Context: an optimization exercise on an open-source flow, tuned for small area. The choices shown serve that exercise and are no tape-out recipe. The RTL was checked by simulation tests, not by an equivalence proof against the original design. The clock input has no modelled driver; a real chip could not lean on it and would need a root buffer or a full tree. No activity file was given, so power comes from the tool's default toggle rates.

## pcs_8b_10b
module pcs_8b_10b(clk, reset, tx_rd_in, tx_char_val, tx_data_in, tx_data_out, rx_rd_in, rx_char_val, rx_data_in, rx_data_out);
Size in the first run: roughly 45 flip-flops, about 42 I/O pins, roughly 2000 µm² of cells after synthesis.
export LEC_CHECK = 0
export CAP_MARGIN = 20
export CORE_MARGIN = 2
export CORE_UTILIZATION = 40
export SLEW_MARGIN = 20
create_clock -name core_clock -period 4.0 [get_ports {clk}]
standard.sh (not shown) runs the stock make flow with config.mk's settings and CLKGATE_MAP_FILE= SYNTH_SCRIPT=/design/flow/synth_recipe.tcl, a recipe that flattens the netlist after the stock synthesis.
==> flow/flow/run.sh <==
#!/bin/bash
# Own layout flow: the standard layout, with two changes.
#  1. Synthesis is the standard script (synth_recipe.tcl) with the combinational
#     mapping step changed: no half/full-adder extraction and an area-only ABC
#     mapping (flow/area.abc). Registers are made by the same passes as in the
#     standard synthesis, so they keep their names and cell types.
#  2. Ports are buffered with sky130_fd_sc_hd__buf_1 instead of the default.
#  3. Clock tree synthesis arguments from flow/cts_args.txt when it exists.
# Each tool's output goes to a log file of its own in the work folder.
set -euo pipefail
WORK="$(cd "$(dirname "$0")/.." && pwd)"
cd "$WORK"

# synthesis script: the standard one with our mapping step
sed -e "s#@AREA_ABC@#$WORK/flow/area.abc#" flow/synth_pre.tcl > "$WORK/own_synth.tcl"
tail -n +2 synth_recipe.tcl >> "$WORK/own_synth.tcl"

# the standard make line, with our synthesis script
sed -e "s#SYNTH_SCRIPT=[^ ]*#SYNTH_SCRIPT=$WORK/own_synth.tcl#" standard.sh > own_standard.sh

bash own_standard.sh synth > "$WORK/log_synth.txt" 2>&1
if [[ -f flow/cts_args.txt ]]; then
  export CTS_ARGS="$(tr '\n' ' ' < flow/cts_args.txt)"
fi
BUFFER_PORTS_ARGS="-buffer_cell sky130_fd_sc_hd__buf_1" bash own_standard.sh > "$WORK/log_layout.txt" 2>&1
test -s out/final.def
==> flow/flow/area.abc <==
strash
&get -n
&dch -f
&nf -R 1000
&put
topo
==> flow/flow/cts_args.txt <==
-sink_clustering_enable -repair_clock_nets -dont_use_dummy_load -buf_list sky130_fd_sc_hd__clkbuf_4 -root_buf sky130_fd_sc_hd__clkbuf_8 -sink_clustering_size 12 -sink_clustering_max_diameter 60
==> flow/flow/synth_pre.tcl <==
proc synth {args} { yosys synth -nofsm -noshare {*}$args }
# no half/full-adder extraction
proc extract_fa {args} { puts "extract_fa skipped" }
# area-only mapping script in place of the standard one
proc abc {args} {
  set out {}
  set skip 0
  foreach a $args {
    if { $skip } { set skip 0; continue }
    if { $a eq "-script" } { lappend out -script @AREA_ABC@; set skip 1; continue }
    if { $a eq "-D" } { set skip 1; continue }
    lappend out $a
  }
  yosys abc {*}$out
}
==> next run, changes <==
==> flow/flow/cts_args.txt (replaced) <==
-sink_clustering_enable -repair_clock_nets -dont_use_dummy_load -buf_list sky130_fd_sc_hd__clkbuf_16 -root_buf sky130_fd_sc_hd__clkbuf_16 -sink_clustering_size 50 -sink_clustering_max_diameter 500
Settings changed: CORE_UTILIZATION 40 to 60, GPL_TIMING_DRIVEN from default to 0, PLACE_DENSITY from default to 0.7.
- via count went up by 3.2%
- non-clock buffer count went down by 6
- global-route usage climbs by 5.0 points
- count of clock-buffer cells in the layout does not change
- hold slack loses 10 ps
==> next run, changes <==
==> flow/flow/cts_args.txt (replaced) <==
-sink_clustering_enable -repair_clock_nets -dont_use_dummy_load
Settings changed: CORE_UTILIZATION 60 to 40, GPL_TIMING_DRIVEN 0 to default, PLACE_DENSITY 0.7 to default.
Result: The changed run ran to the end with no violations. Count of clock-buffer cells in the layout stays the same. Sequential share of layout area rose by 0.12 points. Total power fell by 9.8%. Final area fell by about 0.3%. Clock power fell by 31%. Global-route usage fell by 5.0 points. Hold slack is better by 10 ps.
==> next run, changes <==
==> flow/flow/cts_args.txt (replaced) <==
-sink_clustering_enable -repair_clock_nets -dont_use_dummy_load -buf_list sky130_fd_sc_hd__clkbuf_8 -root_buf sky130_fd_sc_hd__clkbuf_8
Settings changed: CORE_UTILIZATION 40 to 60, GPL_TIMING_DRIVEN from default to 0, PLACE_DENSITY from default to 0.7.
Power drops by 0.93%.
Routed wire length drops by 5.9%.
Worst hold slack degrades by 16 ps.

## birch
Another version of the RTL of pcs_8b_10b (not shown whole).
Size in the first run: ~200 cells after synthesis, ~42 I/O pins, roughly 1900 um^2 of cells after synthesis.
// pcs_8b_10b
module pcs_8b_10b(clk, reset, tx_rd_in, tx_char_val, tx_data_in, tx_data_out, rx_rd_in, rx_char_val, rx_data_in, rx_data_out);
==> flow/config.mk <==
export PLATFORM = sky130hd
export DESIGN_NAME = pcs_8b_10b
export DESIGN_NICKNAME = pcs_8b_10b
export VERILOG_FILES = /design/flow/design.v
export SDC_FILE = /design/flow/constraint.sdc
export NUM_CORES = 4
export LEC_CHECK = 0
export CAP_MARGIN = 20
export CORE_MARGIN = 2
export CORE_UTILIZATION = 60
export GPL_TIMING_DRIVEN = 0
export PLACE_DENSITY = 0.7
export SLEW_MARGIN = 20
==> flow/constraint.sdc <==
create_clock -name core_clock -period 4.0 [get_ports {clk}]
set_input_delay 0.8000 -clock core_clock [delete_from_list [all_inputs] [get_ports {clk}]]
set_output_delay 0.8000 -clock core_clock [all_outputs]
set_load 0.01 [all_outputs]
==> flow/flow/run.sh <==
#!/bin/bash
# Own layout flow: the standard layout (standard.sh) with three changes.
#  1. Synthesis is the standard script (synth_recipe.tcl) with the combinational
#     mapping step changed: no half/full-adder extraction and an area-oriented
#     ABC mapping (flow/area.abc). Registers are made by the same Yosys passes as
#     in the standard synthesis, so they keep their names and cell types.
#  2. Ports are buffered with sky130_fd_sc_hd__buf_1 instead of the default.
#  3. The clock tree is built by flow/cts_pre.tcl (a few clock buffers, each
#     driving one group of nearby clock pins) in place of clock_tree_synthesis.
# Each tool's output goes to a log file of its own in the work folder.
set -euo pipefail
WORK="$(cd "$(dirname "$0")/.." && pwd)"
cd "$WORK"

# synthesis script: the standard one with our mapping step
sed -e "s#@AREA_ABC@#$WORK/flow/area.abc#" flow/synth_pre.tcl > "$WORK/own_synth.tcl"
tail -n +2 synth_recipe.tcl >> "$WORK/own_synth.tcl"

# the standard make line, with our synthesis script
sed -e "s#SYNTH_SCRIPT=[^ ]*#SYNTH_SCRIPT=$WORK/own_synth.tcl#" standard.sh > own_standard.sh

bash own_standard.sh synth > "$WORK/log_synth.txt" 2>&1

export PRE_CTS_TCL="$WORK/flow/cts_pre.tcl"
export BUFFER_PORTS_ARGS="-buffer_cell sky130_fd_sc_hd__buf_1"
bash own_standard.sh > "$WORK/log_layout.txt" 2>&1
test -s out/final.def
==> flow/flow/area.abc <==
strash
&get -n
&dch -f
&nf -R 10 -p -C 32 -F 8
&put
topo
Scripts as last shown in full above: flow/flow/synth_pre.tcl
Other scripts of this flow, unchanged in this note and not shown: flow/flow/cts_pre.tcl
Input-level comparison between pine and birch:
==> flow/flow/area.abc <==
strash
&get -n
&dch -f
&nf -R 100 -p -C 32 -F 8
&put
topo
### Flow results
- The final layout from pine, which completed every stage, passed the timing, DRC and antenna checks at the end of the flow.
- pine has number of standard cells in the layout, taps in and fillers out below what birch had.
- [compare] base=birch new=pine: average via count per standard cell was more or less identical, area added between synthesis and finish went up by 2.0 points, maximum number of pins on one net before global-route repair went down by 1, first-pass GRT wire length went down by about 2.5%, peak supply drop went up by 68%.
In every run of this note, the design's own scripts or RTL, not TritonCTS, make the clock network.

RTL: one of the versions met above, not the one the previous note started from.
Size: about 240 cells after synthesis, ~45 flip-flops, about 42 I/O pins, roughly 2000 sq um of cells after synthesis.
Settings: LEC_CHECK=0, CAP_MARGIN=20, CORE_MARGIN=2, CORE_UTILIZATION=60, GPL_TIMING_DRIVEN=0, PLACE_DENSITY=0.7, SLEW_MARGIN=20; clock period 4.0 ns.
==> flow/flow/run.sh <==
#!/bin/bash
# Own layout flow: the standard layout, with two changes.
#  1. Synthesis is the standard script (synth_recipe.tcl) with the combinational
#     mapping step changed: no half/full-adder extraction and an area-only ABC
#     mapping (flow/area.abc). Registers are made by the same passes as in the
#     standard synthesis, so they keep their names and cell types.
#  2. Ports are buffered with sky130_fd_sc_hd__buf_1 instead of the default.
#  3. Clock tree synthesis arguments from flow/cts_args.txt when it exists.
# Each tool's output goes to a log file of its own in the work folder.
set -euo pipefail
WORK="$(cd "$(dirname "$0")/.." && pwd)"
cd "$WORK"

# synthesis script: the standard one with our mapping step
sed -e "s#@AREA_ABC@#$WORK/flow/area.abc#" flow/synth_pre.tcl > "$WORK/own_synth.tcl"
tail -n +2 synth_recipe.tcl >> "$WORK/own_synth.tcl"

# the standard make line, with our synthesis script
sed -e "s#SYNTH_SCRIPT=[^ ]*#SYNTH_SCRIPT=$WORK/own_synth.tcl#" standard.sh > own_standard.sh

bash own_standard.sh synth > "$WORK/log_synth.txt" 2>&1
if [[ -f flow/cts_args.txt ]]; then
  export CTS_ARGS="$(tr '\n' ' ' < flow/cts_args.txt)"
fi
BUFFER_PORTS_ARGS="-buffer_cell sky130_fd_sc_hd__buf_1" bash own_standard.sh > "$WORK/log_layout.txt" 2>&1
test -s out/final.def
==> flow/flow/area.abc <==
strash
&get -n
&dch -f
&nf -R 1000
&put
topo
==> flow/flow/cts_args.txt <==
-sink_clustering_enable -repair_clock_nets -dont_use_dummy_load
Scripts as last shown in full above: flow/flow/synth_pre.tcl
The first run produced a clean layout.
Rerun with:
--- a/flow/flow/run.sh
+++ b/flow/flow/run.sh
@@ -7,3 +7,2 @@
 #  2. Ports are buffered with sky130_fd_sc_hd__buf_1 instead of the default.
-#  3. Clock tree synthesis arguments from flow/cts_args.txt when it exists.
 # Each tool's output goes to a log file of its own in the work folder.
@@ -21,5 +20,2 @@
 bash own_standard.sh synth > "$WORK/log_synth.txt" 2>&1
-if [[ -f flow/cts_args.txt ]]; then
-  export CTS_ARGS="$(tr '\n' ' ' < flow/cts_args.txt)"
-fi
 BUFFER_PORTS_ARGS="-buffer_cell sky130_fd_sc_hd__buf_1" bash own_standard.sh > "$WORK/log_layout.txt" 2>&1
Settings changed: CORE_UTILIZATION 60 to 40, PLACE_DENSITY 0.7 to not set.
removed: flow/flow/cts_args.txt
Total power grows by roughly a tenth.
Hold slack gains 0.015 ns.
Worst setup slack gains 0.048 ns.
Synthesized area is unchanged.
Final area grows by a few percent.
Routed wire length grows by a few percent.
Sequential cell count stays the same.
Sequential power stays flat.
Rerun with:
--- a/flow/flow/run.sh
+++ b/flow/flow/run.sh
@@ -7,2 +7,3 @@
 #  2. Ports are buffered with sky130_fd_sc_hd__buf_1 instead of the default.
+#  3. Clock tree synthesis arguments from flow/cts_args.txt when it exists.
 # Each tool's output goes to a log file of its own in the work folder.
@@ -20,2 +21,5 @@
 bash own_standard.sh synth > "$WORK/log_synth.txt" 2>&1
+if [[ -f flow/cts_args.txt ]]; then
+  export CTS_ARGS="$(tr '\n' ' ' < flow/cts_args.txt)"
+fi
 BUFFER_PORTS_ARGS="-buffer_cell sky130_fd_sc_hd__buf_1" bash own_standard.sh > "$WORK/log_layout.txt" 2>&1
==> flow/flow/cts_args.txt (new file) <==
-sink_clustering_enable -repair_clock_nets -dont_use_dummy_load
Non-clock buffer count does not change.
Routed wire length goes up by 0.38%.
Core utilization goes down by 0.75 points.
Sequential cell count is unchanged.
Register-to-register slack hardly moves.
Total power goes down by 6.2%.
Final area goes down by 1.5%.
Rerun with:
==> flow/flow/cts_args.txt (replaced) <==
-sink_clustering_enable -repair_clock_nets -dont_use_dummy_load -buf_list sky130_fd_sc_hd__clkbuf_4 -root_buf sky130_fd_sc_hd__clkbuf_4
Settings changed: GPL_TIMING_DRIVEN 0 to not set.
- The changed run went through all stages and came out clean
- setup slack is better by 0.24 ns
- clock skew climbs by 0.011 ns
- hold slack is better by 0.011 ns
- synthesized cell count is unchanged
- sequential share of layout area climbs by 0.32 points
- non-clock buffer count climbs by 4
- wire length climbs by 0.95%
- power drops by 5.5%

lagoon:
RTL: one of the versions met above, not the one the previous note started from.
For scale: roughly 200 cells after synthesis, about 45 flip-flops, about 42 I/O pins, ~1900 µm² of cells after synthesis.
==> flow/config.mk <==
export PLATFORM = sky130hd
export DESIGN_NAME = pcs_8b_10b
export DESIGN_NICKNAME = pcs_8b_10b
export VERILOG_FILES = /design/flow/design.v
export SDC_FILE = /design/flow/constraint.sdc
export NUM_CORES = 4
export LEC_CHECK = 0
export CAP_MARGIN = 20
export CORE_MARGIN = 2
export CORE_UTILIZATION = 60
export GPL_TIMING_DRIVEN = 0
export PLACE_DENSITY = 0.7
export SLEW_MARGIN = 20
==> flow/constraint.sdc <==
create_clock -name core_clock -period 4.0 [get_ports {clk}]
set_input_delay 0.8000 -clock core_clock [delete_from_list [all_inputs] [get_ports {clk}]]
set_output_delay 0.8000 -clock core_clock [all_outputs]
set_load 0.01 [all_outputs]
==> flow/flow/run.sh <==
#!/bin/bash
# Own layout flow: the standard layout (standard.sh) with three changes.
#  1. Synthesis is the standard script (synth_recipe.tcl) with the combinational
#     mapping step changed: no half/full-adder extraction and an area-oriented
#     ABC mapping (flow/area.abc). Registers are made by the same Yosys passes as
#     in the standard synthesis, so they keep their names and cell types.
#  2. Ports are buffered with sky130_fd_sc_hd__buf_1 instead of the default.
#  3. The clock tree is built by flow/cts_pre.tcl (a few clock buffers, each
#     driving one group of nearby clock pins) in place of clock_tree_synthesis.
# Each tool's output goes to a log file of its own in the work folder.
set -euo pipefail
WORK="$(cd "$(dirname "$0")/.." && pwd)"
cd "$WORK"

# synthesis script: the standard one with our mapping step
sed -e "s#@AREA_ABC@#$WORK/flow/area.abc#" flow/synth_pre.tcl > "$WORK/own_synth.tcl"
tail -n +2 synth_recipe.tcl >> "$WORK/own_synth.tcl"

# the standard make line, with our synthesis script
sed -e "s#SYNTH_SCRIPT=[^ ]*#SYNTH_SCRIPT=$WORK/own_synth.tcl#" standard.sh > own_standard.sh

bash own_standard.sh synth > "$WORK/log_synth.txt" 2>&1

export PRE_CTS_TCL="$WORK/flow/cts_pre.tcl"
export BUFFER_PORTS_ARGS="-buffer_cell sky130_fd_sc_hd__buf_1"
bash own_standard.sh > "$WORK/log_layout.txt" 2>&1
test -s out/final.def
==> flow/flow/area.abc <==
strash
&get -n
&dch -f
&nf -R 20 -p -C 32 -F 8
&put
topo
Scripts as last shown in full above: flow/flow/synth_pre.tcl
Other scripts of this flow, unchanged in this note and not shown: flow/flow/cts_pre.tcl
Modified inputs, garnet compared to lagoon
==> flow/flow/area.abc <==
strash
&get -n
&dch -f
&nf -R 1000 -p -C 32 -F 8
&put
topo
Results
Diff lagoon -> garnet: number of buffer and inverter stages on the critical path now sits higher, number of iterations in the first detailed-routing pass down 1, post-layout total power +2.7%, number of cells in the design after placement dropped 4.
Diff lagoon -> garnet: endpoint required time on the critical path rose by 0.02 ns; post-route worst setup slack lower.
garnet vs lagoon: post-CTS setup buffer count up
[garnet] area after synthesis fell about 2.2% relative to lagoon
When the final numbers for garnet and lagoon were put side by side, the worst hold slack turned out to be smaller in lagoon.
garnet: wire length on met2 is about 2.8% higher than what lagoon reported.
Relative to garnet, the following input files were edited for raven:
==> flow/flow/area.abc <==
strash
&get -n
&dch -f
&nf -R 30 -p -C 32 -F 8
&put
topo
Results
Number of inverters outside the clock class in the layout in raven vs garnet: up 1. raven against garnet: layout overhead on the synthesized area fell 2.9 points, net switching power moved down. Looking at termination of the worst setup path, the sel_r[5] result is from garnet; the sel_r[1] one comes from raven. Cmp garnet and raven / relative max-transition margin / lower: garnet. garnet fits on a die that is smaller than the die of raven. Logic gate share of total power was higher in garnet than in raven. raven: measured slew at the worst slew-check pin 0.10 ns below garnet. Diff raven..garnet | share of synthesized cell area in full adder, half adder and majority cells | negligible. garnet -> raven: area after synthesis increased slightly. In terms of detailed-routing iteration count for the pre-antenna-repair pass, raven and garnet differ only marginally. Cmp raven vs garnet: maximum frequency from static timing analysis higher in raven.
In every run of this note, the design's own scripts or RTL, not TritonCTS, make the clock network.

## static timing again, ports no longer ideal
Ports are ideal in the flow. The routed layouts listed here were re-timed in OpenROAD. Step 1, drivers: a clkbuf_16 drives clk and a buf_2 each remaining input, both assumed. Step 2 moves the port delays by t, midway between the first and last clock arrival at a register: inputs arrive t later, outputs are due t later. That takes back most of the time a late clock gives input paths. Three values: ideal ports, drivers, drivers and shift; two values: the first two.
run | t, ns | setup slack, ns | hold WS [ns]
the first run of note 1 | 0.314 | 0.555 / 0.556 / 0.242 | 0.330 / 0.330 / 0.330
the second run of note 1 | 0.303 | 0.361 / 0.375 / 0.072 | 0.320 / 0.320 / 0.320
the third run of note 1 | 0.314 | 0.555 / 0.556 / 0.242 | 0.330 / 0.330 / 0.330
the fourth run of note 1 | 0.300 | 0.353 / 0.359 / 0.059 | 0.315 / 0.315 / 0.315
birch | 0.186 | 0.270 / 0.292 / 0.106 | 0.333 / 0.333 / 0.333
pine | 0.190 | 0.243 / 0.269 / 0.079 | 0.335 / 0.335 / 0.335
the first run of note 3 | 0.348 | 0.307 / 0.310 / -0.038 | 0.316 / 0.316 / 0.316
the second run of note 3 | 0.318 | 0.355 / 0.363 / 0.045 | 0.331 / 0.331 / 0.331
the third run of note 3 | 0.303 | 0.370 / 0.376 / 0.073 | 0.330 / 0.330 / 0.330
the fourth run of note 3 | 0.352 | 0.605 / 0.609 / 0.257 | 0.341 / 0.341 / 0.341
lagoon | 0.183 | 0.341 / 0.364 / 0.181 | 0.319 / 0.319 / 0.319
garnet | 0.190 | 0.243 / 0.269 / 0.079 | 0.335 / 0.335 / 0.335
raven | 0.190 | 0.330 / 0.356 / 0.167 | 0.334 / 0.334 / 0.334
Met with ideal ports but missed after step 2: setup timing in the first run of note 3. The setup slack of the fourth run of note 3, which loses most, moves by +0.004 ns with the drivers and by -0.348 ns with both steps.
